This design comes from an exercise in tuning for a short achievable clock period and few clock cycles on the open sky130 flow, not from production work. The RTL was checked by simulation tests, not by an equivalence proof against the original design. No activity file was given, so power comes from the tool's default toggle rates.

### design.v
module rv32i_mc (
    input         clk,
    input         reset,        
    input  [31:0] mem_rdata,    
    output [31:0] mem_addr,     
    output [31:0] mem_wdata,    
    output        mem_we        
);
    localparam [6:0] OP_LUI = 7'b0110111, OP_AUIPC = 7'b0010111, OP_JAL = 7'b1101111,
                     OP_JALR = 7'b1100111, OP_BR = 7'b1100011, OP_LD = 7'b0000011,
                     OP_ST = 7'b0100011, OP_IMM = 7'b0010011, OP_OP = 7'b0110011;
    function [31:0] add32;
        input [31:0] a, b;
        input        cin;
        reg   [31:0] g, p, t;
        integer i, d;
        begin
            g = a & b;
            p = a ^ b;
            t = p;
            g[0] = g[0] | (p[0] & cin);
            for (d = 1; d < 32; d = d * 2)
                for (i = 31; i >= d; i = i - 1) begin
                    g[i] = g[i] | (p[i] & g[i-d]);
                    p[i] = p[i] & p[i-d];
                end
            add32 = t ^ {g[30:0], cin};
        end
    endfunction
    function [31:0] inc4;
        input [31:0] a;
        reg   [31:0] c;
        integer i, d;
        begin
            c = a;
            for (d = 1; d < 32; d = d * 2)
                for (i = 31; i >= d + 2; i = i - 1)
                    c[i] = c[i] & c[i-d];
            inc4 = {a[31:3] ^ c[30:2], ~a[2], a[1:0]};
        end
    endfunction
    function ltu32;
        input [31:0] a, b;
        reg   [31:0] l, e;
        integer i, d;
        begin
            l = ~a & b;
            e = ~(a ^ b);
            for (d = 1; d < 32; d = d * 2)
                for (i = 31; i >= d; i = i - 1) begin
                    l[i] = l[i] | (e[i] & l[i-d]);
                    e[i] = e[i] & e[i-d];
                end
            ltu32 = l[31];
        end
    endfunction
    function sum_eq;
        input [31:0] a, b, c;
        reg   [31:0] s, k;
        begin
            s = a ^ b ^ c;
            k = (a & b) | ((a | b) & ~c);
            sum_eq = (s[31:2] == k[30:1]) && (s[1] == (a[0] & b[0]));
        end
    endfunction
    reg [31:0] ma;           
    reg [31:0] wd;           
    reg        we;           
    reg [31:0] fpc;          
    reg        m_active;     
    reg        m_ld;         
    reg [4:0]  m_rd;
    reg        rst;          
    reg        stall;        
    assign mem_addr  = ma;
    assign mem_wdata = wd;
    assign mem_we    = we;
    reg [31:0] rf [1:31];
    reg        bt_v   [0:31];
    reg [4:0]  bt_tag [0:31];
    reg [9:0]  bt_tgt [0:31];
    wire [4:0]  f_idx   = fpc[6:2];
    wire        f_low   = fpc[31:12] == 20'b0;
    wire        f_bhit  = f_low & bt_v[f_idx] & (bt_tag[f_idx] == fpc[11:7]);
    wire [31:0] f_btgt  = {20'b0, bt_tgt[f_idx], 2'b00};
    wire [31:0] f_pc4   = inc4(fpc);
    wire [31:0] f_next  = f_bhit ? f_btgt : f_pc4;
    reg        ic_v   [0:31];
    reg [4:0]  ic_tag [0:31];
    reg [31:0] ic_d   [0:31];
    wire        c_hit   = f_low & ic_v[f_idx] & (ic_tag[f_idx] == fpc[11:7]);
    wire        f_avail = ~m_active | c_hit;     
    wire [31:0] fi    = m_active ? ic_d[f_idx] : mem_rdata;
    wire [6:0]  f_op  = fi[6:0];
    wire [2:0]  f_f3  = fi[14:12];
    wire f_lui   = f_op == OP_LUI;
    wire f_auipc = f_op == OP_AUIPC;
    wire f_jal   = f_op == OP_JAL;
    wire f_jalr  = f_op == OP_JALR;
    wire f_br    = f_op == OP_BR;
    wire f_ld    = f_op == OP_LD;
    wire f_st    = f_op == OP_ST;
    wire f_opimm = f_op == OP_IMM;
    wire f_opr   = f_op == OP_OP;
    wire f_alu   = f_opimm | f_opr;
    wire f_rd0   = fi[11:7] == 5'd0;
    wire [31:0] f_imm_i = {{20{fi[31]}}, fi[31:20]};
    wire [31:0] f_imm_s = {{20{fi[31]}}, fi[31:25], fi[11:7]};
    wire [31:0] f_imm_b = {{20{fi[31]}}, fi[7], fi[30:25], fi[11:8], 1'b0};
    wire [31:0] f_imm_j = {{12{fi[31]}}, fi[19:12], fi[20], fi[30:21], 1'b0};
    wire [31:0] f_imm_u = {fi[31:12], 12'b0};
    localparam DW = 6*32 + 18 + 26;
    wire [DW-1:0] d_in = {
        fpc, f_btgt,
        f_imm_i, (f_st ? f_imm_s : f_imm_i),
        (f_jal ? f_imm_j : (f_auipc ? f_imm_u : f_imm_b)), f_imm_u,
        fi[11:7], fi[19:15], fi[24:20], f_f3,
        f_bhit, f_lui, f_auipc, f_jal, f_jalr, f_br, f_ld, f_st, f_opimm,
        f_jal | (f_br & fi[31]),                                   
        f_jal | f_jalr | f_br,                                     
        ~f_rd0 & (f_lui | f_auipc | f_jal | f_jalr | f_alu),       
        ~f_rd0 & f_ld,                                             
        f_opr & (f_f3 == 3'b000) & fi[30],                         
        fi[30],                                                    
        f_alu & (f_f3 == 3'b000), f_alu & (f_f3 == 3'b010), f_alu & (f_f3 == 3'b011),
        f_alu & (f_f3 == 3'b100), f_alu & (f_f3 == 3'b110), f_alu & (f_f3 == 3'b111),
        f_alu & (f_f3 == 3'b001), f_alu & (f_f3 == 3'b101),
        f_lui | f_auipc | f_jal | f_jalr,
        f_jalr | f_br | f_ld | f_st | f_alu,                       
        f_br | f_st | f_opr                                        
    };
    reg [DW-1:0] dq, dh;
    reg          d_valid;
    wire [31:0] d_pc, d_btgt, d_immi, d_imma, d_off, d_immu;
    wire [4:0]  d_rd, d_rs1, d_rs2;
    wire [2:0]  d_f3;
    wire        d_bp, d_lui, d_auipc, d_jal, d_jalr, d_br, d_ld, d_st, d_opimm;
    wire        d_spred, d_cti, d_wen, d_ldw, d_sub, d_sra;
    wire        d_sadd, d_sslt, d_ssltu, d_sxor, d_sor, d_sand, d_ssll, d_ssrl, d_slink;
    wire        d_use1, d_use2;
    assign {d_pc, d_btgt, d_immi, d_imma, d_off, d_immu,
            d_rd, d_rs1, d_rs2, d_f3,
            d_bp, d_lui, d_auipc, d_jal, d_jalr, d_br, d_ld, d_st, d_opimm,
            d_spred, d_cti, d_wen, d_ldw, d_sub, d_sra,
            d_sadd, d_sslt, d_ssltu, d_sxor, d_sor, d_sand, d_ssll, d_ssrl, d_slink,
            d_use1, d_use2} = dq;
    wire [31:0] d_target = add32(d_pc, d_off, 1'b0);
    wire [31:0] d_pc4    = inc4(d_pc);
    wire        d_stat   = d_spred & ~d_bp;
    wire        d_unbp   = d_bp & ~d_cti;
    wire [31:0] d_rtgt   = d_unbp ? d_pc4 : d_target;
    wire        d_pred   = d_bp ? d_cti : d_spred;
    localparam XW = 8*32 + 18 + 22;
    reg [XW-1:0] xq, xh;
    reg          x_valid;
    wire [31:0] x_a, x_b, x_imm, x_link, x_pc, x_tgt, x_pc4, x_btgt;
    wire [4:0]  x_rd, x_rs1, x_rs2;
    wire [2:0]  x_f3;
    wire        x_b_rs2, x_wen, x_ldw, x_ld, x_st, x_br, x_jal, x_jalr, x_pred, x_bp, x_tgt_ok;
    wire        x_sub, x_sra;
    wire        s_add, s_slt, s_sltu, s_xor, s_or, s_and, s_sll, s_srl, s_link;
    assign {x_a, x_b, x_imm, x_link, x_pc, x_tgt, x_pc4, x_btgt,
            x_rd, x_rs1, x_rs2, x_f3,
            x_b_rs2, x_wen, x_ldw, x_ld, x_st, x_br, x_jal, x_jalr, x_pred, x_bp, x_tgt_ok,
            x_sub, x_sra,
            s_add, s_slt, s_sltu, s_xor, s_or, s_and, s_sll, s_srl, s_link} = xq;
    reg        w_wen;
    reg [4:0]  w_rd;
    reg [31:0] w_res;
    reg        l_wen;
    reg [4:0]  l_rd;
    reg [31:0] l_res;
    wire adv    = ~stall;                
    wire x_exec = x_valid & adv;
    wire [31:0] x_sum  = add32(x_a, x_sub ? ~x_b : x_b, x_sub);
    wire        x_eq   = x_a == x_b;
    wire        x_ltu  = ltu32(x_a, x_b);
    wire        x_lt   = (x_a[31] ^ x_b[31]) ? x_a[31] : x_ltu;
    wire [31:0] x_sll  = x_a << x_b[4:0];
    wire [31:0] x_srl  = $signed({x_sra & x_a[31], x_a}) >>> x_b[4:0];
    wire [31:0] x_res  = ({32{s_add}}  & x_sum)
                       | ({32{s_slt}}  & {31'b0, x_lt})
                       | ({32{s_sltu}} & {31'b0, x_ltu})
                       | ({32{s_xor}}  & (x_a ^ x_b))
                       | ({32{s_or}}   & (x_a | x_b))
                       | ({32{s_and}}  & (x_a & x_b))
                       | ({32{s_sll}}  & x_sll)
                       | ({32{s_srl}}  & x_srl)
                       | ({32{s_link}} & x_link);
    reg x_cond;
    always @(*) begin
        case (x_f3)
            3'b000:  x_cond = x_eq;
            3'b001:  x_cond = ~x_eq;
            3'b100:  x_cond = x_lt;
            3'b101:  x_cond = ~x_lt;
            3'b110:  x_cond = x_ltu;
            3'b111:  x_cond = ~x_ltu;
            default: x_cond = 1'b0;
        endcase
    end
    wire [31:0] x_addr    = add32(x_a, x_imm, 1'b0);
    wire [31:0] x_jtgt    = {x_addr[31:1], 1'b0};
    wire        x_jr_ok   = x_bp & sum_eq(x_a, x_imm, x_btgt);
    wire        x_taken   = x_jal | x_jalr | (x_br & x_cond);
    wire        x_mem     = x_exec & (x_ld | x_st);
    wire        x_wb      = x_exec & x_wen;
    wire        mis_t = x_exec & ((x_br & x_cond & (~x_pred | ~x_tgt_ok)) | (x_jal & ~x_tgt_ok));
    wire        mis_4 = x_exec & x_br & ~x_cond & x_pred;
    wire        mis_j = x_exec & x_jalr & ~x_jr_ok;
    wire        x_mispred = mis_t | mis_4 | mis_j;
    wire [31:0] x_ntgt    = x_jalr ? x_jtgt : x_tgt;
    wire        bt_set    = x_exec & x_taken & (x_pc[31:12] == 20'b0) & (x_ntgt[31:12] == 20'b0)
                          & (x_ntgt[1:0] == 2'b00);
    wire        bt_clr    = x_exec & x_br & ~x_cond & x_bp;
    wire d_redirect = d_valid & (d_stat | d_unbp) & adv;
    wire [31:0] fetch_ok   = ~adv       ? fpc
                           : d_redirect ? d_rtgt
                           : f_avail    ? f_next
                           : fpc;
    wire [31:0] fetch_next = ({32{mis_t}} & x_tgt)
                           | ({32{mis_4}} & x_pc4)
                           | ({32{mis_j}} & x_jtgt)
                           | ({32{~x_mispred}} & fetch_ok);
    wire [31:0] rf_a = (d_rs1 == 5'd0) ? 32'b0 : rf[d_rs1];
    wire [31:0] rf_b = (d_rs2 == 5'd0) ? 32'b0 : rf[d_rs2];
    wire [31:0] l_a  = (l_wen && l_rd == d_rs1) ? l_res : rf_a;
    wire [31:0] l_b  = (l_wen && l_rd == d_rs2) ? l_res : rf_b;
    wire [31:0] ww_a = (w_wen && w_rd == d_rs1) ? w_res : l_a;
    wire [31:0] ww_b = (w_wen && w_rd == d_rs2) ? w_res : l_b;
    wire [31:0] w_a  = (m_ld && m_rd == d_rs1) ? mem_rdata : ww_a;
    wire [31:0] w_b  = (m_ld && m_rd == d_rs2) ? mem_rdata : ww_b;
    wire        xb_a = x_wb && x_rd == d_rs1;
    wire        xb_b = x_wb && x_rd == d_rs2;
    wire        fix_a = m_ld && m_rd == x_rs1;
    wire        fix_b = m_ld && x_b_rs2 && m_rd == x_rs2;
    wire [31:0] h_a   = fix_a ? mem_rdata : xh[XW-1 -: 32];
    wire [31:0] h_b   = fix_b ? mem_rdata : xh[XW-33 -: 32];
    wire [31:0] n_a_o = stall ? h_a : w_a;
    wire [31:0] n_b_o = stall ? h_b : (d_opimm ? d_immi : w_b);
    wire [31:0] n_a   = xb_a ? x_res : n_a_o;
    wire [31:0] n_b   = (xb_b && !d_opimm) ? x_res : n_b_o;
    wire [XW-65:0] x_in_rest = {
        d_imma, (d_lui ? d_immu : (d_auipc ? d_target : d_pc4)),
        d_pc, d_target, d_pc4, d_btgt,
        d_rd, d_rs1, d_rs2, d_f3,
        ~d_opimm, d_wen, d_ldw, d_ld, d_st, d_br, d_jal, d_jalr, d_pred, d_bp,
        (~d_bp | (d_btgt == d_target)),
        d_sub, d_sra,
        d_sadd, d_sslt, d_ssltu, d_sxor, d_sor, d_sand, d_ssll, d_ssrl, d_slink
    };
    always @(posedge clk) begin
        if (l_wen) rf[l_rd] <= l_res;
        if (w_wen) rf[w_rd] <= w_res;
    end
    reg        ic_inv;
    reg [4:0]  ic_inv_idx;
    integer ci;
    always @(posedge clk) begin
        ic_inv_idx <= ma[6:2];
        if (rst) begin
            ic_inv <= 1'b0;
            for (ci = 0; ci < 32; ci = ci + 1) ic_v[ci] <= 1'b0;
        end else begin
            ic_inv <= we && ma[31:12] == 20'b0 && ic_tag[ma[6:2]] == ma[11:7];
            if (ic_inv) ic_v[ic_inv_idx] <= 1'b0;
            if (!m_active) begin
                ic_v[f_idx]   <= f_low;
                ic_tag[f_idx] <= fpc[11:7];
                ic_d[f_idx]   <= mem_rdata;
            end
        end
    end
    reg        bu_set, bu_clr;
    reg [4:0]  bu_idx, bu_tag;
    reg [9:0]  bu_tgt;
    integer bi;
    always @(posedge clk) begin
        bu_idx <= x_pc[6:2];
        bu_tag <= x_pc[11:7];
        bu_tgt <= x_ntgt[11:2];
        if (rst) begin
            bu_set <= 1'b0;
            bu_clr <= 1'b0;
            for (bi = 0; bi < 32; bi = bi + 1) bt_v[bi] <= 1'b0;
        end else begin
            bu_set <= bt_set;
            bu_clr <= bt_clr;
            if (bu_set) begin
                bt_v[bu_idx]   <= 1'b1;
                bt_tag[bu_idx] <= bu_tag;
                bt_tgt[bu_idx] <= bu_tgt;
            end else if (bu_clr) begin
                bt_v[bu_idx]   <= 1'b0;
            end
        end
    end
    always @(posedge clk) rst <= reset;
    always @(posedge clk) begin
        ma <= rst ? 32'b0 : (x_mem ? x_addr : fetch_next);
        we <= ~rst & x_mem & x_st;
        wd <= x_b;
        if (adv) dh <= d_in;
        dq <= adv ? d_in : dh;
        if (adv) xh <= {n_a, n_b, x_in_rest};
        xq <= adv ? {n_a, n_b, x_in_rest} : {h_a, h_b, xh[XW-65:0]};
        w_rd  <= x_rd;
        w_res <= x_res;
        l_rd  <= m_rd;
        l_res <= mem_rdata;
        m_rd <= x_rd;
        if (rst) begin
            fpc      <= 32'b0;
            m_active <= 1'b0;
            m_ld     <= 1'b0;
            stall    <= 1'b0;
            d_valid  <= 1'b0;
            x_valid  <= 1'b0;
            w_wen    <= 1'b0;
            l_wen    <= 1'b0;
        end else begin
            fpc      <= fetch_next;
            m_active <= x_mem;
            m_ld     <= x_mem & x_ldw;
            stall    <= x_mem & x_ldw & d_valid & ~x_mispred
                        & ((d_use1 & (d_rs1 == x_rd)) | (d_use2 & (d_rs2 == x_rd)));
            w_wen    <= x_wb;
            l_wen    <= m_ld;
            if (adv) begin
                d_valid <= f_avail & ~x_mispred & ~d_redirect;
                x_valid <= d_valid & ~x_mispred;
            end
        end
    end
endmodule
### flow/run.sh
#!/bin/bash
# The standard layout (standard.sh: the standard synthesis and ORFS
# steps), with a larger setup repair margin so that repair_timing keeps
# shortening paths below the 11 ns period. The SDC is the standard flow's, unchanged.
set -euo pipefail
sed -i '/^export SETUP_SLACK_MARGIN/d' config.mk
echo "export SETUP_SLACK_MARGIN = 7.5" >> config.mk
bash standard.sh > standard.log 2>&1
### standard.sh
#!/bin/bash
# synth_recipe.tcl (not shown) runs the flow's synth.tcl, then flattens the netlist and writes it again
# the make line also repeats each setting of config.mk as NAME=value (left out here)
make -C /OpenROAD-flow-scripts/flow DESIGN_CONFIG=/design/flow/config.mk WORK_HOME=/design/flow/orfs CLKGATE_MAP_FILE= SYNTH_SCRIPT=/design/flow/synth_recipe.tcl "${@:-finish}"
### config.mk
export PLATFORM = sky130hd
export DESIGN_NAME = rv32i_mc
export DESIGN_NICKNAME = rv32i_mc
export VERILOG_FILES = /design/flow/design.v
export SDC_FILE = /design/flow/constraint.sdc
export NUM_CORES = 4
export LEC_CHECK = 0
export ABC_CLOCK_PERIOD_IN_PS = 2500
export CAP_MARGIN = 20
export CORE_MARGIN = 2
export CORE_UTILIZATION = 40
export SLEW_MARGIN = 20
export SETUP_SLACK_MARGIN = 7.5
### constraint.sdc
create_clock -name core_clock -period 11.0 [get_ports {clk}]
set_input_delay 2.2000 -clock core_clock [delete_from_list [all_inputs] [get_ports {clk}]]
set_output_delay 2.2000 -clock core_clock [all_outputs]
set_load 0.01 [all_outputs]
==> out/qor.txt, run 1 <==
slowest stage cell, crit path: a41oi_2
post-synthesis sequential area ratio: 0.595
Worst Clk Skew: 0.137 ns
die height: 660 um
CTS buffer count: 382
Least-Margin Pin Slew: 1.19 ns
crit start category: register
hpwl dp: 369 mm
DRT Wirelength: 647 mm
Synth cell types: 95
synthesized cell area: 172000 um2
clock-pin slew on the worst setup and hold paths: 0.06 ns
CORE AREA: 428000 um2
area leader, netlist: edfxtp_1
RSZ-0062 raised after global routing: yes
most frequent cell after synthesis: edfxtp_1
beginning of the worst hold path: xq[142]
ANT nets after route: 0
Vias/cell: 6.48
Cells after Synth: 11200
share of cells above drive strength 1: 0.401
maximum root-to-sink buffer count: 4
register-to-register setup slack: 6.93 ns
Iteration-0 DRC Markers: 17100
dominant cells by area after synthesis: edfxtp_1 54%, mux4_2 13%, mux2_2 7.8%, dfxtp_1 5.4%, mux2i_1 2.7%
Tmin final: 4.07 ns
Final setup viols: 0
number of synthesis warnings: 1
Reg-to-Reg Start: fpc[2]
Die Width: 660 um
EDFF count, synth: 3097
vias in the first global route: 111000
routed vias: 115000
Tcrit/Tclk final: 0.370
Reg2Reg Capture Point: ma[28]
worst hold path class: reg2reg
TritonCTS Sinks: 3564
#FFs+latches synth: 3564
Primary FF master, synth: edfxtp_1
Power Density: 198 nW/um2
Slew HR: 0.204
row count: 240
leakage power: 0.0702 uW
Net Count, Synth: 11500
most frequent CP cell: buf_12
Ports: 99
status: finished clean
Critical Path RT: 11.90 ns
Total Die Area: 435000 um2
drc violations: 0
top-area cell type share of the netlist area: 0.541
CP endpoint kind: register
Fmax: 0.246 GHz
hold endpoint: bu_idx[4]
initial core utilization: 0.402
top post-synthesis cells by count: 3097 x edfxtp_1, 1195 x mux2_2, 992 x mux4_2, 682 x clkbuf_1, 630 x nor2_1
routed length per placed instance: 36.3 um
Peak VDD IR: 156 uV
CTS tree: done
Post-synth ARST share: 0
r2r worst-path depth: 18
CTS root buf: clkbuf_16
layout overhead on the synthesized area: 20.0%
largest net degree at the start of global routing: 173
GP Congestion: 0.950
gr ovfl total: 0
GRT Total Usage: 0.287
syn avg cell area: 15.3 um2
overall power: 40800 uW
Hold Violations, Final: 0
Crit path largest cell delay: 0.45 ns
Clock Latency Late Sink: 1.00 ns
Critical Path Fanout Max: 8
Post-DP Area: 180000 um2
TNS Setup: 0 ns
CP arrival: 4.97 ns
hold path depth: 0
Max Slew Vio Count: 0
port buffer count: 98
# nets final: 12000
critical path class: reg2reg
Max Cap Violations: 0
CP cell instances: buf_12 -> buf_12 -> buf_4 -> buf_16 -> buf_8 -> mux2i_2 -> o22ai_1 -> nor4_1 -> nand2_1 -> xnor2_1 -> a41oi_2 -> buf_12 -> nor3_4 -> buf_4 -> a311o_1 -> a2111oi_4 -> o21ai_1 -> a21oi_1
number of fill cells in the layout: 35800
Final Instance Area: 206000 um2
DR pass1 iterations: 8
global-route wire length before repair: 886 mm
H-tree depth: 5
initial antenna violation count: 36
power breakdown:
part,switching (uW),internal [uW]
logic,6330,4940
registers,764,15700
clock network,5650,7350
total,12700,28000
registers in the layout, indices dropped and copies added, names as in the netlist, 127 cells and up, named ones only:
register / cells
bt_tag: 160
bt_tgt: 320
dq: 127
ic_d: 1024
ic_tag: 160
rf: 992
xh: 250
xq: 250
critical path, delay by kind of cell (launching register included):
family          cells  cell delay [ns]
compound gates      6             1.56
buf+inv             7             1.07
simple gates        3             0.45
flops               1             0.39
mux                 1             0.31
xor+xnor            1             0.15
how the worst max path moves through the flow:
stage / cells after the start / to / from / slack [ns]
6_report: 18 / ma[28] / fpc[2] / 6.93
5_1_grt: 14 / ma[7] / xq[294] / 6.82
4_1_cts: 15 / ma[4] / xq[273] / 7.01
3_5_place_dp: 13 / fpc[4] / xq[290] / 5.31
3_3_place_gp: 13 / ma[2] / xq[289] / 5.31
2_1_floorplan: 12 / bu_set / xq[231] / 6.64
routing by layer:
layer | share of wire | vias to the layer above | track usage
met5 | 0.00021 | - | 0.000554
met4 | 0.056 | 18 | 0.131
met3 | 0.11 | 1624 | 0.0699
met2 | 0.45 | 7808 | 0.442
met1 | 0.38 | 60000 | 0.385
li1 | - | 45900 | -
stage by stage:
stage	hold WS, ns	utilization	setup WS [ns]	std cells
4_1_cts	0.326	0.472	7.01	17600
2_1_floorplan	0.310	-	6.64	11200
3_3_place_gp	0.316	0.421	5.31	16400
3_5_place_dp	0.312	0.421	5.31	16400
6_report	0.324	0.482	6.93	17800
5_1_grt	0.328	0.482	6.82	17800
placed cells by master (no fill, tap or decap), drive strengths merged, types with 289 or more instances in the layout:
cell type / n
edfxtp: 3097
mux2: 1195
buf: 1064
mux4: 992
nor2: 636
clkbuf: 512
dfxtp: 467
mux2i: 456
nand2: 441
a21oi: 363
o21ai: 289
logic make-up after synthesis:
group	synth area share
AOI/OAI and AO/OA	0.0687
xor gates and xnor gates	0.0112
adders and majority gates	0.0177
buffers and inverters	0.0272
DFF	0.595
muxes	0.235
and+or+nand+nor	0.0449
layout make-up:
| type | instances | area [um2] | area share |
|---|---|---|---|
| well taps | 5687 | 7120 | 0.0345 |
| repair inverters | 1 | 7.51 | 0.0000364 |
| clock inverters | 209 | 2060 | 0.00997 |
| repair buffers | 1106 | 12300 | 0.0594 |
| flip-flops and latches | 3564 | 103000 | 0.498 |
| clock buffers | 501 | 10500 | 0.0508 |
| inverters | 200 | 841 | 0.00408 |
| multi-input cells | 6522 | 70700 | 0.343 |
| diodes | 19 | 47.5 | 0.000231 |
what timing repair did:
| item | in CTS | in global routing |
|---|---|---|
| pin swaps | 197 | 225 |
| hold buffers | 0 | 0 |
| gates cloned | 63 | 11 |
| gates resized for setup | 1362 | 476 |
| buffers inserted | 347 | 212 |
| setup endpoints to repair | 1564 | 517 |
Testbench counts, summed over its fixed seeds: cycles 42,110.
==> run 2, diff against run 1 <==
--- a/design.v
+++ b/design.v
@@ -73,4 +73,8 @@
     reg        rst;          
     reg        stall;        
+    reg        pf_q;         
+    reg [9:0]  pfw;          
+    reg [9:0]  pfa;          
+    reg [31:0] sa;           
     assign mem_addr  = ma;
     assign mem_wdata = wd;
@@ -82,5 +86,10 @@
     wire [4:0]  f_idx   = fpc[6:2];
     wire        f_low   = fpc[31:12] == 20'b0;
-    wire        f_bhit  = f_low & bt_v[f_idx] & (bt_tag[f_idx] == fpc[11:7]);
+    reg  [31:0] bt_m;
+    integer bk;
+    always @(*)
+        for (bk = 0; bk < 32; bk = bk + 1)
+            bt_m[bk] = bt_v[bk] & (bt_tag[bk] == fpc[11:7]);
+    wire        f_bhit  = f_low & bt_m[f_idx];
     wire [31:0] f_btgt  = {20'b0, bt_tgt[f_idx], 2'b00};
     wire [31:0] f_pc4   = inc4(fpc);
@@ -89,7 +98,18 @@
     reg [4:0]  ic_tag [0:31];
     reg [31:0] ic_d   [0:31];
-    wire        c_hit   = f_low & ic_v[f_idx] & (ic_tag[f_idx] == fpc[11:7]);
-    wire        f_avail = ~m_active | c_hit;     
-    wire [31:0] fi    = m_active ? ic_d[f_idx] : mem_rdata;
+    reg  [31:0] ic_m;
+    integer ck;
+    always @(*)
+        for (ck = 0; ck < 32; ck = ck + 1)
+            ic_m[ck] = ic_v[ck] & (ic_tag[ck] == fpc[11:7]);
+    wire        c_hit   = f_low & ic_m[f_idx];
+    wire        from_c  = m_active | pf_q;       
+    wire        f_avail = ~from_c | c_hit;       
+    wire [31:0] ic_mn   = {1'b0, ic_m[31:1]};
+    wire        n_hit   = f_low & ic_mn[f_idx];
+    wire [9:0]  pf_dist = pfw - fpc[11:2];
+    wire        pf_near = f_low & (pf_dist != 10'd0) & (pf_dist <= 10'd16);
+    wire        pf_behind = ~f_low | (pf_dist == 10'd0) | pf_dist[9];
+    wire [31:0] fi    = from_c ? ic_d[f_idx] : mem_rdata;
     wire [6:0]  f_op  = fi[6:0];
     wire [2:0]  f_f3  = fi[14:12];
@@ -211,6 +231,5 @@
     wire        x_mispred = mis_t | mis_4 | mis_j;
     wire [31:0] x_ntgt    = x_jalr ? x_jtgt : x_tgt;
-    wire        bt_set    = x_exec & x_taken & (x_pc[31:12] == 20'b0) & (x_ntgt[31:12] == 20'b0)
-                          & (x_ntgt[1:0] == 2'b00);
+    wire        bt_set    = x_exec & x_taken;
     wire        bt_clr    = x_exec & x_br & ~x_cond & x_bp;
     wire d_redirect = d_valid & (d_stat | d_unbp) & adv;
@@ -223,4 +242,7 @@
                            | ({32{mis_j}} & x_jtgt)
                            | ({32{~x_mispred}} & fetch_ok);
+    wire        can_pf   = adv & ~d_redirect & f_avail & ~f_bhit & n_hit & pf_near;
+    wire        bus_own  = x_mem | can_pf;
+    wire [31:0] bus_own_a = x_mem ? x_addr : {20'b0, pfw, 2'b00};
     wire [31:0] rf_a = (d_rs1 == 5'd0) ? 32'b0 : rf[d_rs1];
     wire [31:0] rf_b = (d_rs2 == 5'd0) ? 32'b0 : rf[d_rs2];
@@ -258,12 +280,16 @@
     integer ci;
     always @(posedge clk) begin
-        ic_inv_idx <= ma[6:2];
+        ic_inv_idx <= sa[6:2];
         if (rst) begin
             ic_inv <= 1'b0;
             for (ci = 0; ci < 32; ci = ci + 1) ic_v[ci] <= 1'b0;
         end else begin
-            ic_inv <= we && ma[31:12] == 20'b0 && ic_tag[ma[6:2]] == ma[11:7];
+            ic_inv <= we && sa[31:12] == 20'b0 && ic_tag[sa[6:2]] == sa[11:7];
             if (ic_inv) ic_v[ic_inv_idx] <= 1'b0;
-            if (!m_active) begin
+            if (pf_q) begin
+                ic_v[pfa[4:0]]   <= 1'b1;
+                ic_tag[pfa[4:0]] <= pfa[9:5];
+                ic_d[pfa[4:0]]   <= mem_rdata;
+            end else if (!m_active) begin
                 ic_v[f_idx]   <= f_low;
                 ic_tag[f_idx] <= fpc[11:7];
@@ -273,11 +299,11 @@
     end
     reg        bu_set, bu_clr;
-    reg [4:0]  bu_idx, bu_tag;
-    reg [9:0]  bu_tgt;
+    reg [31:0] bu_pc, bu_ntgt;
+    wire [4:0] bu_idx = bu_pc[6:2];
+    wire       bu_ok  = (bu_pc[31:12] == 20'b0) & (bu_ntgt[31:12] == 20'b0) & (bu_ntgt[1:0] == 2'b00);
     integer bi;
     always @(posedge clk) begin
-        bu_idx <= x_pc[6:2];
-        bu_tag <= x_pc[11:7];
-        bu_tgt <= x_ntgt[11:2];
+        bu_pc   <= x_pc;
+        bu_ntgt <= x_ntgt;
         if (rst) begin
             bu_set <= 1'b0;
@@ -287,8 +313,8 @@
             bu_set <= bt_set;
             bu_clr <= bt_clr;
-            if (bu_set) begin
+            if (bu_set & bu_ok) begin
                 bt_v[bu_idx]   <= 1'b1;
-                bt_tag[bu_idx] <= bu_tag;
-                bt_tgt[bu_idx] <= bu_tgt;
+                bt_tag[bu_idx] <= bu_pc[11:7];
+                bt_tgt[bu_idx] <= bu_ntgt[11:2];
             end else if (bu_clr) begin
                 bt_v[bu_idx]   <= 1'b0;
@@ -298,5 +324,7 @@
     always @(posedge clk) rst <= reset;
     always @(posedge clk) begin
-        ma <= rst ? 32'b0 : (x_mem ? x_addr : fetch_next);
+        ma <= rst ? 32'b0 : (bus_own ? bus_own_a : fetch_next);
+        if (x_mem) sa <= x_addr;
+        pfa <= pfw;
         we <= ~rst & x_mem & x_st;
         wd <= x_b;
@@ -315,4 +343,6 @@
             m_ld     <= 1'b0;
             stall    <= 1'b0;
+            pf_q     <= 1'b0;
+            pfw      <= 10'd0;
             d_valid  <= 1'b0;
             x_valid  <= 1'b0;
@@ -327,4 +357,9 @@
             w_wen    <= x_wb;
             l_wen    <= m_ld;
+            pf_q     <= ~x_mem & can_pf;
+            if (pf_behind)
+                pfw <= fpc[11:2] + 10'd1;
+            else if (~x_mem & can_pf)
+                pfw <= pfw + 10'd1;
             if (adv) begin
                 d_valid <= f_avail & ~x_mispred & ~d_redirect;
==> run 2 against run 1 <==
Effect of this change: total power grew 7.4%; still clean on timing, DRC and antenna; hold slack improved by 0.0019 ns; register-to-register slack worse by 0.19 ns; via count rose by 2.8%; first-iteration DRC count grew 3.0%; largest power group unchanged; sequential share of layout area down 0.39 points; clock-buffer cell count increased by 9; fmax fell by 4.4%; synthesized area increased by 3.0%.
==> out/qor.txt, run 2 <==
Iteration-0 DRC Markers: 17600 (+3.0%)
slowest stage cell, crit path: a2111o_1
global-route wire length before repair: 909 mm (+2.7%)
number of fill cells in the layout: 37100 (+3.5%)
layout overhead on the synthesized area: 20.0% (about the same)
clock-pin slew on the worst setup and hold paths: 0.06 ns (about the same)
Cells after DPL: 17200 (+4.4%)
crit start category: register
dominant cells by area after synthesis: edfxtp_1 53%, mux4_2 13%, mux2_2 7.6%, dfxtp_1 6.0%, ha_1 1.6%
Most flops, register: ic_d
hold path depth: 0 (unchanged)
Hold Violations, Final: 0 (unchanged)
Vias/cell: 6.37 (-1.6%)
overall power: 43800 uW (+7.4%)
P_int: 29700 uW (+6.0%)
Peak VDD IR: 210 uV (+35%)
#FFs+latches synth: 3662 (+2.7%)
Critical Path RT: 11.84 ns (-0.06 ns)
Clock Latency Late Sink: 1.02 ns (+0.02 ns)
# nets final: 12600 (+4.6%)
vias in the first global route: 115000 (+3.0%)
Primary FF master, synth: edfxtp_1
leakage power: 0.0724 uW (+3.1%)
GRT Total Usage: 0.286 (-0.00146)
syn avg cell area: 15.0 um2 (-1.7%)
ANT nets after route: 0 (unchanged)
initial antenna violation count: 66 (+83%)
Largest register FFs: 1024 (unchanged)
largest net degree at the start of global routing: 155 (-10%)
DR pass1 iterations: 9 (+1)
Tcrit/Tclk final: 0.387 (+0.0170)
TritonCTS Sinks: 3662 (+2.7%)
Cell Count, Final, Fillers Out: 18600 (+4.4%)
Total Die Area: 448000 um2 (+3.0%)
routed vias: 119000 (+2.8%)
maximum root-to-sink buffer count: 4 (unchanged)
register area: 105000 um2 (+2.3%)
Die Width: 669 um (+1.5%)
CTS tree: done
number of synthesis warnings: 1 (unchanged)
drc violations: 0 (unchanged)
critical path class: reg2reg
Max Slew Vio Count: 0 (unchanged)
Cells after Synth: 11800 (+4.8%)
Buffers & Inverters on Critical Path: 2 (-5)
die height: 669 um (+1.5%)
top flop regs: ic_d x1024, rf x992, bt_tgt x320
initial core utilization: 0.401 (-0.000588)
multi-input logic area: 73300 um2 (+3.8%)
Switching Fraction: 0.322 (+0.00921)
post-synthesis sequential area ratio: 0.591 (-0.00465)
share of cells above drive strength 1: 0.396 (-0.00539)
Crit path largest cell delay: 0.61 ns (+0.16 ns)
Worst Clk Skew: 0.0985 ns (-0.0389 ns)
H-tree depth: 5 (unchanged)
gr ovfl total: 0 (unchanged)
Post-synth ARST share: 0 (unchanged)
TNS Setup: 0 ns (unchanged)
Net Switching: 14100 uW (+11%)
Slew HR: 0.129 (-0.0745)
port buffer count: 98 (unchanged)
hpwl dp: 380 mm (+3.2%)
CP endpoint kind: register
DRT Wirelength: 670 mm (+3.6%)
Fmax: 0.235 GHz (-4.4%)
Final setup viols: 0 (unchanged)
CORE AREA: 441000 um2 (+3.2%)
CP arrival: 5.09 ns (+0.12 ns)
Place WS: 5.23 ns (-0.0768 ns)
top post-synthesis cells by count: 3127 x edfxtp_1, 1199 x mux2_2, 1046 x mux4_2, 677 x nand2_1, 662 x clkbuf_1
Critical Path Fanout Max: 5 (-3)
Synth cell types: 97 (+2.1%)
commonest cells after routing, fill and taps aside: 3127 x edfxtp_1, 1179 x mux2_2, 1046 x mux4_2
fin worst setup slack: 6.75 ns (-0.187 ns)
Seq pwr share: 0.396 (-0.009)
Net Count, Synth: 12000 (+4.7%)
top-area cell type share of the netlist area: 0.530 (-0.0107)
CTS buffer count: 389 (+1.8%)
Ports: 99 (unchanged)
commonest non-fill, non-tap cell in the layout: edfxtp_1
Top Family by Delay on Critical Path: compound AO/OA/AOI/OAI gates
routed length per placed instance: 36.0 um (-0.74%)
Power Density: 206 nW/um2 (+4.2%)
RSZ-0062 raised after global routing: yes
Least-Margin Pin Slew: 1.29 ns (+0.0994 ns)
CP cell instances: buf_12 -> xor2_4 -> ha_4 -> inv_1 -> o21bai_1 -> a21o_1 -> a211oi_4 -> a2111o_1 -> a211o_4 -> a21o_1 -> a21bo_2 -> a2111o_1 -> nand3_2 -> o21ai_2 -> a22oi_2
GP Congestion: 0.930 (-2.1%)
clock share of power: 0.301 (-0.018)
synthesized cell area: 177000 um2 (+3.0%)
row count: 244 (+1.7%)
status: finished clean
EDFF count, synth: 3127 (+0.97%)
Crit path depth: 15 (-3)
Tmin final: 4.25 ns (+0.187 ns)
area leader, netlist: edfxtp_1
Max Cap Violations: 0 (unchanged)
most frequent cell after synthesis: edfxtp_1
Comb pwr share: 0.303 (+0.026)
CTS root buf: clkbuf_16
r2r worst-path depth: 15 (-3)
worst hold path class: reg2reg
==> run 2: changes by cell type in the layout (fill, tap and decap cells not counted), sizes merged, moves of 34 or more <==
cell / change
a21o: -66
nand2: +241
nor2: -48
o21ai: +104
o211ai: +34
mux2i: -187
a22oi: -83
mux4: +54
xnor2: +182
dfxtp: +68
nand4: +38
xor2: +144
o22ai: -87
==> run 2: worst paths after layout <==
kind / startpoint / endpoint / slack, ns
worst max register to register: xq[10] / xq[261] / 6.75
worst min register to register: xq[145] / bu_pc[9] / 0.33
worst max-delay path: xq[10] / xq[261] / 6.75
worst min-delay path: xq[145] / bu_pc[9] / 0.33
==> run 2: area by class of cell <==
type / count / area share
Timing Repair Buffer: 1117 / 0.0608
Multi-Input combinational cell: 6910 / 0.345
Antenna cell: 36 / 0.000424
Clock buffer: 510 / 0.0501
Timing Repair inverter: 3 / 0.000118
Clock inverter: 213 / 0.00957
Inverter: 237 / 0.00476
Sequential cell: 3662 / 0.494
Tap cell: 5904 / 0.0348
==> run 2: repair_timing <==
item                       4_1_cts  5_1_grt
pin swaps                      228      241
setup endpoints to repair     2112     1070
gates resized for setup       1396      590
hold buffers                     0        0
gates cloned                    62       19
buffers inserted               385      193
==> run 2: kinds of logic after synthesis <==
| logic type | count (synthesis) | synth area share |
|---|---|---|
| xor+xnor | 547 | 0.0271 |
| simple gates | 1949 | 0.0505 |
| compound gates | 1649 | 0.0610 |
| mux | 2514 | 0.225 |
| flops | 3662 | 0.591 |
| fa+ha+maj | 243 | 0.0177 |
| buf+inv | 1205 | 0.0283 |
==> run 2: metrics by stage <==
stage,hold WS [ns],utilization,cell area [um2]
2_1_floorplan,0.310,-,178000
3_3_place_gp,0.312,0.420,185000
3_5_place_dp,0.312,0.420,185000
4_1_cts,0.326,0.471,208000
5_1_grt,0.332,0.482,212000
6_report,0.326,0.482,213000
==> run 2: power by group through the flow <==
| stage | clock (uW) | sequential [uW] | combinational (uW) |
|---|---|---|---|
| 2_1_floorplan | 0 | 17000 | 6810 |
| 6_report | 13200 | 17400 | 13300 |
| 3_3_place_gp | 0 | 17800 | 9540 |
| 5_1_grt | 13800 | 17400 | 13800 |
| 3_5_place_dp | 0 | 17900 | 9620 |
| 4_1_cts | 13300 | 17300 | 12100 |
==> run 2: layer usage <==
layer / share of wire / global-route usage / vias to the layer above
met5: 0.00067 / 0.00436 / -
met4: 0.062 / 0.140 / 34
met3: 0.12 / 0.0770 / 1885
met2: 0.45 / 0.439 / 8243
met1: 0.37 / 0.374 / 61000
li1: - / - / 47300
Testbench counts of run 2, summed over its fixed seeds: cycles 40,793.
==> run 3, diff against run 2 <==
--- a/design.v
+++ b/design.v
@@ -85,4 +85,6 @@
     reg [9:0]  bt_tgt [0:31];
     wire [4:0]  f_idx   = fpc[6:2];
+    reg  [4:0]  fidx_n;
+    wire [4:0]  c_idx   = ~fidx_n;
     wire        f_low   = fpc[31:12] == 20'b0;
     reg  [31:0] bt_m;
@@ -111,5 +113,6 @@
     wire        pf_near = f_low & (pf_dist != 10'd0) & (pf_dist <= 10'd16);
     wire        pf_behind = ~f_low | (pf_dist == 10'd0) | pf_dist[9];
-    wire [31:0] fi    = from_c ? ic_d[f_idx] : mem_rdata;
+    reg         pfn_q;
+    wire [31:0] fi    = from_c ? ic_d[c_idx] : mem_rdata;
     wire [6:0]  f_op  = fi[6:0];
     wire [2:0]  f_f3  = fi[14:12];
@@ -169,7 +172,6 @@
     wire        d_stat   = d_spred & ~d_bp;
     wire        d_unbp   = d_bp & ~d_cti;
-    wire [31:0] d_rtgt   = d_unbp ? d_pc4 : d_target;
     wire        d_pred   = d_bp ? d_cti : d_spred;
-    localparam XW = 8*32 + 18 + 22;
+    localparam XW = 8*32 + 18 + 23;
     reg [XW-1:0] xq, xh;
     reg          x_valid;
@@ -178,5 +180,5 @@
     wire [2:0]  x_f3;
     wire        x_b_rs2, x_wen, x_ldw, x_ld, x_st, x_br, x_jal, x_jalr, x_pred, x_bp, x_tgt_ok;
-    wire        x_sub, x_sra;
+    wire        x_sub, x_sra, x_auipc;
     wire        s_add, s_slt, s_sltu, s_xor, s_or, s_and, s_sll, s_srl, s_link;
     assign {x_a, x_b, x_imm, x_link, x_pc, x_tgt, x_pc4, x_btgt,
@@ -184,5 +186,9 @@
             x_b_rs2, x_wen, x_ldw, x_ld, x_st, x_br, x_jal, x_jalr, x_pred, x_bp, x_tgt_ok,
             x_sub, x_sra,
-            s_add, s_slt, s_sltu, s_xor, s_or, s_and, s_sll, s_srl, s_link} = xq;
+            s_add, s_slt, s_sltu, s_xor, s_or, s_and, s_sll, s_srl, s_link, x_auipc} = xq;
+    wire        d_jr     = d_jalr & ~d_bp & x_valid & x_auipc & x_wen & (x_rd == d_rs1);
+    wire [31:0] d_jsum   = add32(x_link, d_immi, 1'b0);
+    wire [31:0] d_jtgt   = {d_jsum[31:1], 1'b0};
+    wire [31:0] d_rtgt   = d_jr ? d_jtgt : (d_unbp ? d_pc4 : d_target);
     reg        w_wen;
     reg [4:0]  w_rd;
@@ -197,6 +203,8 @@
     wire        x_ltu  = ltu32(x_a, x_b);
     wire        x_lt   = (x_a[31] ^ x_b[31]) ? x_a[31] : x_ltu;
-    wire [31:0] x_sll  = x_a << x_b[4:0];
-    wire [31:0] x_srl  = $signed({x_sra & x_a[31], x_a}) >>> x_b[4:0];
+    reg  [4:0]  x_shn;
+    wire [4:0]  x_sh   = ~x_shn;
+    wire [31:0] x_sll  = x_a << x_sh;
+    wire [31:0] x_srl  = $signed({x_sra & x_a[31], x_a}) >>> x_sh;
     wire [31:0] x_res  = ({32{s_add}}  & x_sum)
                        | ({32{s_slt}}  & {31'b0, x_lt})
@@ -229,18 +237,19 @@
     wire        mis_4 = x_exec & x_br & ~x_cond & x_pred;
     wire        mis_j = x_exec & x_jalr & ~x_jr_ok;
-    wire        x_mispred = mis_t | mis_4 | mis_j;
+    wire        mis_br    = x_br & (x_cond ? (~x_pred | ~x_tgt_ok) : x_pred);
+    wire        x_mispred = x_exec & (mis_br | (x_jal & ~x_tgt_ok) | (x_jalr & ~x_jr_ok));
+    wire [31:0] x_red     = x_jalr ? x_jtgt : ((x_cond | x_jal) ? x_tgt : x_pc4);
     wire [31:0] x_ntgt    = x_jalr ? x_jtgt : x_tgt;
     wire        bt_set    = x_exec & x_taken;
     wire        bt_clr    = x_exec & x_br & ~x_cond & x_bp;
-    wire d_redirect = d_valid & (d_stat | d_unbp) & adv;
+    wire d_redirect = d_valid & (d_stat | d_unbp | d_jr) & adv;
     wire [31:0] fetch_ok   = ~adv       ? fpc
                            : d_redirect ? d_rtgt
                            : f_avail    ? f_next
                            : fpc;
-    wire [31:0] fetch_next = ({32{mis_t}} & x_tgt)
-                           | ({32{mis_4}} & x_pc4)
-                           | ({32{mis_j}} & x_jtgt)
-                           | ({32{~x_mispred}} & fetch_ok);
-    wire        can_pf   = adv & ~d_redirect & f_avail & ~f_bhit & n_hit & pf_near;
+    reg         mis_q;
+    reg  [31:0] red_q;
+    wire [31:0] fetch_next = mis_q ? red_q : fetch_ok;
+    wire        can_pf   = adv & ~d_redirect & f_avail & ~f_bhit & n_hit & pfn_q;
     wire        bus_own  = x_mem | can_pf;
     wire [31:0] bus_own_a = x_mem ? x_addr : {20'b0, pfw, 2'b00};
@@ -265,10 +274,10 @@
     wire [XW-65:0] x_in_rest = {
         d_imma, (d_lui ? d_immu : (d_auipc ? d_target : d_pc4)),
-        d_pc, d_target, d_pc4, d_btgt,
+        d_pc, d_target, d_pc4, (d_jr ? d_jtgt : d_btgt),
         d_rd, d_rs1, d_rs2, d_f3,
-        ~d_opimm, d_wen, d_ldw, d_ld, d_st, d_br, d_jal, d_jalr, d_pred, d_bp,
-        (~d_bp | (d_btgt == d_target)),
+        ~d_opimm, d_wen, d_ldw, d_ld, d_st, d_br, d_jal, d_jalr, d_pred, d_bp | d_jr,
+        (~d_bp | sum_eq(d_pc, d_off, d_btgt)),
         d_sub, d_sra,
-        d_sadd, d_sslt, d_ssltu, d_sxor, d_sor, d_sand, d_ssll, d_ssrl, d_slink
+        d_sadd, d_sslt, d_ssltu, d_sxor, d_sor, d_sand, d_ssll, d_ssrl, d_slink, d_auipc
     };
     always @(posedge clk) begin
@@ -292,7 +301,7 @@
                 ic_d[pfa[4:0]]   <= mem_rdata;
             end else if (!m_active) begin
-                ic_v[f_idx]   <= f_low;
-                ic_tag[f_idx] <= fpc[11:7];
-                ic_d[f_idx]   <= mem_rdata;
+                ic_v[c_idx]   <= f_low;
+                ic_tag[c_idx] <= fpc[11:7];
+                ic_d[c_idx]   <= mem_rdata;
             end
         end
@@ -325,12 +334,14 @@
     always @(posedge clk) begin
         ma <= rst ? 32'b0 : (bus_own ? bus_own_a : fetch_next);
+        red_q <= x_red;
         if (x_mem) sa <= x_addr;
         pfa <= pfw;
         we <= ~rst & x_mem & x_st;
         wd <= x_b;
-        if (adv) dh <= d_in;
-        dq <= adv ? d_in : dh;
-        if (adv) xh <= {n_a, n_b, x_in_rest};
-        xq <= adv ? {n_a, n_b, x_in_rest} : {h_a, h_b, xh[XW-65:0]};
+        if (adv) dh <= ~d_in;
+        dq <= adv ? d_in : ~dh;
+        if (adv) xh <= {n_a, n_b, ~x_in_rest};
+        xq <= adv ? {n_a, n_b, x_in_rest} : {h_a, h_b, ~xh[XW-65:0]};
+        x_shn <= adv ? ~n_b[4:0] : ~h_b[4:0];
         w_rd  <= x_rd;
         w_res <= x_res;
@@ -340,4 +351,5 @@
         if (rst) begin
             fpc      <= 32'b0;
+            fidx_n   <= 5'b11111;
             m_active <= 1'b0;
             m_ld     <= 1'b0;
@@ -345,10 +357,14 @@
             pf_q     <= 1'b0;
             pfw      <= 10'd0;
+            pfn_q    <= 1'b0;
             d_valid  <= 1'b0;
             x_valid  <= 1'b0;
+            mis_q    <= 1'b0;
             w_wen    <= 1'b0;
             l_wen    <= 1'b0;
         end else begin
+            mis_q    <= x_mispred;
             fpc      <= fetch_next;
+            fidx_n   <= ~fetch_next[6:2];
             m_active <= x_mem;
             m_ld     <= x_mem & x_ldw;
@@ -358,4 +374,5 @@
             l_wen    <= m_ld;
             pf_q     <= ~x_mem & can_pf;
+            pfn_q    <= pf_near;
             if (pf_behind)
                 pfw <= fpc[11:2] + 10'd1;
@@ -363,5 +380,5 @@
                 pfw <= pfw + 10'd1;
             if (adv) begin
-                d_valid <= f_avail & ~x_mispred & ~d_redirect;
+                d_valid <= f_avail & ~x_mispred & ~mis_q & ~d_redirect;
                 x_valid <= d_valid & ~x_mispred;
             end
==> run 3 against run 2 <==
Effect of this change: still clean; utilization grew 0.13 points; design area up 5.3%; flip-flop and latch count increased by 205; clock power increased by 5%; highest routed layer unchanged.
==> out/qor.txt, run 3 <==
row count: 250 (+2.5%)
Seq pwr share: 0.410 (+0.014)
hpwl dp: 389 mm (+2.3%)
routed vias: 123000 (+4.0%)
maximum root-to-sink buffer count: 4 (unchanged)
Top Family by Delay on Critical Path: flip-flops
Clock Latency Late Sink: 1.05 ns (+0.03 ns)
global-route wire length before repair: 908 mm (-0.19%)
EDFF count, synth: 3149 (+0.70%)
CORE AREA: 463000 um2 (+5.0%)
initial antenna violation count: 31 (-53%)
Synth cell types: 98 (+1.0%)
P_int: 30400 uW (+2.4%)
layout overhead on the synthesized area: 20.3%
Total Die Area: 470000 um2 (+5.0%)
initial core utilization: 0.401 (about the same)
critical path class: reg2out
Setup crit end: mem_addr[2]
status: finished clean
area leader, netlist: edfxtp_1
dominant cells by area after synthesis: edfxtp_1 51%, mux4_2 12%, dfxtp_1 7.7%, mux2_2 6.4%, mux2i_1 2.7%
Worst Clk Skew: 0.118 ns (+0.0199 ns)
Cells after DPL: 18500 (+7.8%)
metal3 WL: 66.9 mm (-17%)
largest net degree at the start of global routing: 149 (-3.9%)
CP endpoint kind: output pin
syn avg cell area: 14.5 um2 (-3.5%)
# nets final: 13800 (+9.9%)
Slew HR: 0.221 (+0.0915)
Tmin final: 3.81 ns (-0.446 ns)
Reg-to-Reg Start: dq[29]
commonest cells after routing, fill and taps aside: 3149 x edfxtp_1, 1058 x mux2_2, 1014 x mux4_2
Comb pwr share: 0.275 (-0.028)
Reg2Reg Capture Point: xh[240]
number of synthesis warnings: 1 (unchanged)
top layer reached by signal wires: met5
commonest non-fill, non-tap cell in the layout: edfxtp_1
CTS tree: done
Most flops, register: ic_d
most frequent cell after synthesis: edfxtp_1
r2r worst-path depth: 16 (+1)
TNS Setup: 0 ns (unchanged)
drc violations: 0 (unchanged)
vias in the first global route: 117000 (+2.3%)
Critical Path Fanout Max: 1 (-4)
Tcrit/Tclk final: 0.346 (-0.0406)
Cell Count, Final, Fillers Out: 20000 (+7.6%)
GRT Total Usage: 0.269 (-0.0167)
Buffers & Inverters on Critical Path: 1 (-1)
Max Slew Vio Count: 0 (unchanged)
Fmax: 0.263 GHz (+12%)
slowest stage cell, crit path: dfxtp_4
leakage power: 0.0790 uW (+9.2%)
clock share of power: 0.315 (+0.014)
Iteration-0 DRC Markers: 16500 (-6.1%)
CTS root buf: clkbuf_16
Critical Path RT: 8.80 ns (-3.04 ns)
beginning of the critical path: ma[2]
Hold Buf Count CTS: 0 (unchanged)
Hold Violations, Final: 0 (unchanged)
CTS buffer count: 407 (+4.6%)
port buffer count: 98 (unchanged)
Peak VDD IR: 183 uV (-13%)
top-area cell type share of the netlist area: 0.508 (-0.0218)
Vias/cell: 6.16 (-3.4%)
Die Width: 686 um (+2.5%)
register-to-register setup slack: 7.20 ns (+0.45 ns)
top flop regs: ic_d x1024, rf x992, bt_tgt x320
GP Congestion: 0.964 (+3.7%)
top post-synthesis cells by count: 3149 x edfxtp_1, 1065 x mux2_2, 1013 x mux4_2, 718 x dfxtp_1, 713 x nand2_1
H-tree depth: 5 (unchanged)
CP cell instances: buf_6
#FFs+latches synth: 3867 (+5.6%)
Primary FF master, synth: edfxtp_1
metal2 WL: 304 mm (+1.4%)
post-synthesis sequential area ratio: 0.586 (-0.00504)
Net Switching: 13700 uW (-3.0%)
Crit path largest cell delay: 0.45 ns (-0.16 ns)
Crit path depth: 1 (-14)
TritonCTS Sinks: 3867 (+5.6%)
die height: 686 um (+2.5%)
gr ovfl total: 0 (unchanged)
Ports: 99 (unchanged)
clock-pin slew on the worst setup and hold paths: 0.06 ns (about the same)
beginning of the worst hold path: xq[148]
ANT nets after route: 0 (unchanged)
crit start category: register
Switching Fraction: 0.310 (-0.0118)
worst hold path class: reg2reg
CP arrival: 1.61 ns (-3.48 ns)
Max Cap Violations: 0 (unchanged)
Least-Margin Pin Slew: 1.16 ns (-0.128 ns)
routed length per placed instance: 33.1 um (-8.2%)
Post-synth ARST share: 0 (unchanged)
DRT Wirelength: 662 mm (-1.2%)
synthesized cell area: 186000 um2 (+5.0%)
Final setup viols: 0 (unchanged)
met1 wire length: 256 mm (+3.7%)
DR pass1 iterations: 6 (-3)
share of cells above drive strength 1: 0.365 (-0.0305)
Largest register FFs: 1024 (unchanged)
Power Density: 197 nW/um2 (-4.4%)
RSZ-0062 raised after global routing: yes
Net Count, Synth: 13200 (+9.4%)
Cells after Synth: 12800 (+8.9%)
run 3: cell count changes after synthesis, sizes merged, moves of 38 or more:
| cell | change |
|---|---|
| ha | +59 |
| mux2i | +240 |
| o211ai | -72 |
| a21oi | +261 |
| inv | +213 |
| xor2 | +85 |
| o21ai | +100 |
| mux2 | -134 |
| a32oi | +38 |
| dfxtp | +183 |
| a211oi | -109 |
run 3: what timing repair did:
| action | 4_1_cts | 5_1_grt |
|---|---|---|
| pin swaps | 174 | 332 |
| resized for setup | 1342 | 797 |
| cloned | 54 | 37 |
| buffers inserted | 338 | 297 |
| setup endpoints to repair | 2147 | 1267 |
run 3: logic make-up after synthesis:
group	after synthesis	synth area share
flops	3867	0.586
simple gates	2032	0.0499
mux	2588	0.215
compound gates	1943	0.0655
fa+ha+maj	334	0.0243
buf+inv	1446	0.0314
xor+xnor	605	0.0285
run 3: worst min path at each step:
| stage | to | slack, ns | depth (start not counted) |
|---|---|---|---|
| after floorplan | bu_pc[10] | 0.31 | 0 |
| after global placement | bu_pc[31] | 0.31 | 0 |
| after detailed placement | bu_pc[10] | 0.31 | 0 |
| after CTS | bu_pc[11] | 0.29 | 0 |
| after global routing | bu_pc[11] | 0.30 | 0 |
| final | bu_pc[11] | 0.29 | 0 |
run 3: per-stage QoR:
step | hold WS, ns | worst slack [ns] | total power, uW | area (um2) | util
after floorplan | 0.310 | 7.08 | 24100 | 186000 | -
after global placement | 0.310 | 5.29 | 27300 | 195000 | 0.420
after detailed placement | 0.312 | 5.32 | 27400 | 195000 | 0.420
after CTS | 0.294 | 7.13 | 42900 | 217000 | 0.469
after global routing | 0.303 | 7.18 | 45300 | 224000 | 0.483
final | 0.293 | 7.19 | 44100 | 224000 | 0.483
run 3: area by class of cell:
type,instances,area [um2]
repair inverters,3,26.3
multi-input cells,7511,77200
inverters,450,1900
clock buffers,550,11300
diodes,12,30.0
fillers,39300,240000
flip-flops and latches,3867,109000
clock inverters,207,2000
well taps,6174,7720
repair buffers,1238,14200
run 3: layer usage:
layer,track usage,up-vias
li1,-,50800
met1,0.362,63600
met2,0.424,7319
met3,0.0531,1507
met4,0.120,8
met5,0,-
run 3: power by group through the flow:
stage / combinational (uW) / sequential, uW / clock, uW
4_1_cts: 10800 / 18000 / 14000
6_report: 12100 / 18100 / 13900
2_1_floorplan: 6240 / 17800 / 0
5_1_grt: 12600 / 18100 / 14600
3_5_place_dp: 8850 / 18600 / 0
3_3_place_gp: 8800 / 18500 / 0
Testbench counts of run 3, summed over its fixed seeds: cycles 41,246.
==> run 4, diff against run 3 <==
--- a/design.v
+++ b/design.v
@@ -342,6 +342,6 @@
         dq <= adv ? d_in : ~dh;
         if (adv) xh <= {n_a, n_b, ~x_in_rest};
-        xq <= adv ? {n_a, n_b, x_in_rest} : {h_a, h_b, ~xh[XW-65:0]};
-        x_shn <= adv ? ~n_b[4:0] : ~h_b[4:0];
+        xq <= {n_a, n_b, (adv ? x_in_rest : ~xh[XW-65:0])};
+        x_shn <= ~n_b[4:0];
         w_rd  <= x_rd;
         w_res <= x_res;
==> run 4 against run 3 <==
Effect of this change: highest routed layer unchanged; design area rose by 0.68%; still clean; critical path depth up 13; die area decreased by 0.32%; largest cell class unchanged; fmax fell by 1.6%; clock power hardly changed.
==> out/qor.txt, run 4 <==
CORE AREA: 463000 um2 (-0.14%)
synthesized cell area: 185000 um2 (-0.32%)
Power Density: 198 nW/um2 (+0.59%)
Tcrit/Tclk final: 0.352 (+0.00554)
largest net degree at the start of global routing: 145 (-2.7%)
vias in the first global route: 118000 (+0.86%)
post-synthesis sequential area ratio: 0.588 (+0.00190)
status: finished clean
most frequent cell after synthesis: edfxtp_1
CP cell instances: buf_12 -> buf_16 -> xor2_1 -> nor4_2 -> a221oi_1 -> a31oi_1 -> o31a_2 -> a32oi_4 -> and3_4 -> buf_12 -> or4_4 -> mux2_4 -> a211o_1 -> a32o_1
initial core utilization: 0.401 (-0.000755)
beginning of the worst hold path: xq[162]
Least-Margin Pin Slew: 1.30 ns (+0.137 ns)
Core Util, Final: 0.487 (+0.00395)
worst hold path class: reg2reg
top flop regs: ic_d x1024, rf x992, bt_tgt x320
r2r worst-path depth: 14 (-2)
Fmax: 0.259 GHz (-1.6%)
Final setup viols: 0 (unchanged)
Cells after DPL: 18500 (+0.049%)
grt met1 use: 0.372 (+0.0102)
Worst Clk Skew: 0.0854 ns (-0.0330 ns)
Critical Path Fanout Max: 6 (+5)
# nets final: 13900 (+0.40%)
number of synthesis warnings: 1 (unchanged)
GP Congestion: 0.958 (-0.68%)
Crit path largest cell delay: 0.41 ns (-0.04 ns)
global routing's busiest layer: met2
Primary FF master, synth: edfxtp_1
Die Width: 685 um (-0.16%)
Post-DP Area: 194000 um2 (-0.22%)
row count: 250 (unchanged)
slowest stage cell, crit path: or4_4
GRT Total Usage: 0.275 (+0.00629)
Peak VDD IR: 153 uV (-16%)
#FFs+latches synth: 3867 (unchanged)
Final Instance Area: 225000 um2 (+0.68%)
share of cells above drive strength 1: 0.373 (+0.00805)
syn avg cell area: 14.5 um2 (-0.26%)
grt met2 use: 0.432 (+0.00819)
critical path class: reg2reg
M3 GR Usage: 0.0560 (+0.00291)
top post-synthesis cells by count: 3149 x edfxtp_1, 1035 x mux2_2, 993 x mux4_2, 745 x nand2_1, 718 x dfxtp_1
routed vias: 124000 (+0.61%)
hold path depth: 0 (unchanged)
CTS tree: done
Iteration-0 DRC Markers: 16600 (+0.96%)
Post-synth ARST share: 0 (unchanged)
Vias/cell: 6.18 (+0.32%)
global-route wire length before repair: 924 mm (+1.7%)
initial antenna violation count: 25 (-19%)
Reg-to-Reg Start: fpc[7]
TritonCTS Sinks: 3867 (unchanged)
Switching Fraction: 0.311 (+0.00123)
Top Family by Delay on Critical Path: compound AO/OA/AOI/OAI gates
CTS root buf: clkbuf_16
Net Switching: 13900 uW (+1.7%)
port buffer count: 98 (unchanged)
Comb pwr share: 0.283 (+0.008)
drc violations: 0 (unchanged)
Cells after Synth: 12800 (-0.062%)
Crit path depth: 14 (+13)
Hold Violations, Final: 0 (unchanged)
Net Count, Synth: 13200 (-0.061%)
Reg2Reg Capture Point: ma[15]
routed length per placed instance: 33.5 um (+1.3%)
area leader, netlist: edfxtp_1
layout overhead on the synthesized area: 21.5%
Most flops, register: ic_d
hold endpoint: bu_pc[25]
maximum root-to-sink buffer count: 4 (unchanged)
commonest non-fill, non-tap cell in the layout: edfxtp_1
Total Die Area: 469000 um2 (-0.32%)
Synth cell types: 99 (+1.0%)
Slew HR: 0.132 (-0.0885)
ANT nets after route: 0 (unchanged)
Cell Count, Final, Fillers Out: 20100 (+0.28%)
clock-pin slew on the worst setup and hold paths: 0.06 ns (about the same)
clock share of power: 0.315 (about the same)
register-to-register setup slack: 7.13 ns (-0.07 ns)
leakage power: 0.0797 uW (+0.86%)
Tmin final: 3.87 ns (+0.0609 ns)
Critical Path RT: 11.86 ns (+3.06 ns)
CP endpoint kind: register
EDFF count, synth: 3149 (unchanged)
P_int: 30700 uW (+1.1%)
die height: 685 um (-0.16%)
commonest cells after routing, fill and taps aside: 3149 x edfxtp_1, 1030 x mux2_2, 993 x mux4_2
dominant cells by area after synthesis: edfxtp_1 51%, mux4_2 12%, dfxtp_1 7.8%, mux2_2 6.3%, mux2i_1 2.7%
Buffers & Inverters on Critical Path: 3 (+2)
top-area cell type share of the netlist area: 0.510 (+0.00165)
TNS Setup: 0 ns (unchanged)
CP arrival: 4.73 ns (+3.12 ns)
Largest register FFs: 1024 (unchanged)
Seq pwr share: 0.402 (-0.008)
crit start category: register
Hold Buf Count CTS: 0 (unchanged)
Max Cap Violations: 0 (unchanged)
gr ovfl total: 0 (unchanged)
Max Slew Vio Count: 0 (unchanged)
CTS buffer count: 410 (+0.74%)
Ports: 99 (unchanged)
DR pass1 iterations: 9 (+3)
DRT Wirelength: 673 mm (+1.6%)
Clock Latency Late Sink: 0.99 ns (-0.06 ns)
hold slack final: 0.326 ns (+0.0328 ns)
most frequent CP cell: buf_12
hpwl dp: 387 mm (-0.44%)
RSZ-0062 raised after global routing: yes
H-tree depth: 5 (unchanged)
[run 4: changes by cell type after synthesis, sizes merged, moves of 29 or more]
| cell | change |
|---|---|
| mux2 | -29 |
| a311oi | +35 |
| xnor2 | +49 |
| xor2 | -49 |
| a21oi | -37 |
| a211oi | +50 |
| nand2 | +33 |
[run 4: power by group through the flow]
stage / registers, uW / logic, uW / clock network, uW
4_1_cts: 17900 / 11600 / 14200
6_report: 18000 / 12600 / 14100
5_1_grt: 18000 / 13100 / 14700
3_3_place_gp: 18400 / 9020 / 0
3_5_place_dp: 18400 / 9080 / 0
2_1_floorplan: 17800 / 6230 / 0
[run 4: logic make-up (layout without fill, tap and decap cells)]
family | after synthesis | after routing | synth area share
simple gates | 2078 | 2081 | 0.0515
flops | 3867 | 3867 | 0.588
mux | 2521 | 2521 | 0.210
fa+ha+maj | 334 | 334 | 0.0244
xor+xnor | 605 | 605 | 0.0286
other cells | 0 | 11 | 0
buf+inv | 1451 | 2525 | 0.0312
compound gates | 1951 | 1951 | 0.0665
[run 4: worst reg2reg max path, stage by stage (launching register included)]
cell and delay (ns):
dfxtp_4 0.35, buf_12 0.15, buf_16 0.17, xor2_1 0.19
nor4_2 0.40, a221oi_1 0.19, a31oi_1 0.19, o31a_2 0.23
a32oi_4 0.21, and3_4 0.29, buf_12 0.13, or4_4 0.41
mux2_4 0.30, a211o_1 0.26, a32o_1 0.26
[run 4: layout make-up]
type	instances	area, um2
timing repair inverter	1	7.51
multi-input combinational	7492	77600
tap	6174	7720
fill	39100	237000
sequential	3867	109000
antenna	11	27.5
inverter	466	1930
clock inverter	207	2030
clock buffer	556	11500
timing repair buffer	1295	15100
[run 4: what timing repair did]
item	in CTS	in global routing
endpoints found under the setup margin	2023	1331
pin swaps	282	384
cloned	77	29
gates resized for setup	1562	733
buffers inserted	429	233
[run 4: worst max-delay path by stage]
stage                       start      to  slack [ns]
after global routing      fpc[13]  ma[31]        7.07
final                      fpc[7]  ma[15]        7.13
after global placement     fpc[2]  ma[26]        4.65
after floorplan            fpc[4]  pfw[4]        7.13
after CTS                 xq[265]  ma[30]        7.13
after detailed placement   fpc[2]  ma[25]        4.63
[run 4: metal layers]
layer / wire (um) / share of wire / up-vias
met2: 306000 / 0.45 / 7289
met1: 262000 / 0.39 / 64300
met3: 68600 / 0.10 / 1548
li1: - / - / 50900
met4: 36300 / 0.054 / 8
met5: 181 / 0.00027 / -
[run 4: through the flow]
step	total power (uW)	setup slack (ns)
final	44600	7.13
after global routing	45900	7.07
after CTS	43700	7.13
after detailed placement	27500	4.63
after global placement	27400	4.65
after floorplan	24000	7.13
Testbench counts of run 4, summed over its fixed seeds: cycles 41,246.

re-timing with driven ports:
The flow's constraints put no driver on any port. The routed layouts listed below were extracted and timed again, unchanged, in two steps. Step 1: set_driving_cell puts a clkbuf_16 on clk and a buf_2 on each other input, an assumption about the parent block. Step 2 times the ports against the registers' clock, not the clock port: input delays grow and output delays shrink by t, the midpoint of the rising clock arrivals with the driver on. a / b / c = ideal ports / drivers / drivers and shift; a / b = the first two.
run | shift t [ns] | setup slack, ns | worst setup path after step 2 | latest minus earliest clock arrival (ns) | worst data-port slew with drivers (ns)
run 1 | 1.051 | 6.934 / 6.934 / 6.168 | input to register | 0.157 / 0.157 | 0.27
run 2 | 1.081 | 6.746 / 6.746 / 6.614 | input to register | 0.112 / 0.113 | 0.13
run 3 | 1.099 | 7.193 / 7.073 / 6.477 | input to register | 0.155 / 0.155 | 0.22
run 4 | 1.088 | 7.132 / 7.114 / 6.371 | input to register | 0.106 / 0.106 | 0.23
After both steps every run listed still meets setup and hold. The setup slack of run 1, which loses most, moves by 0.000 ns with the drivers and by -0.766 ns with both steps.
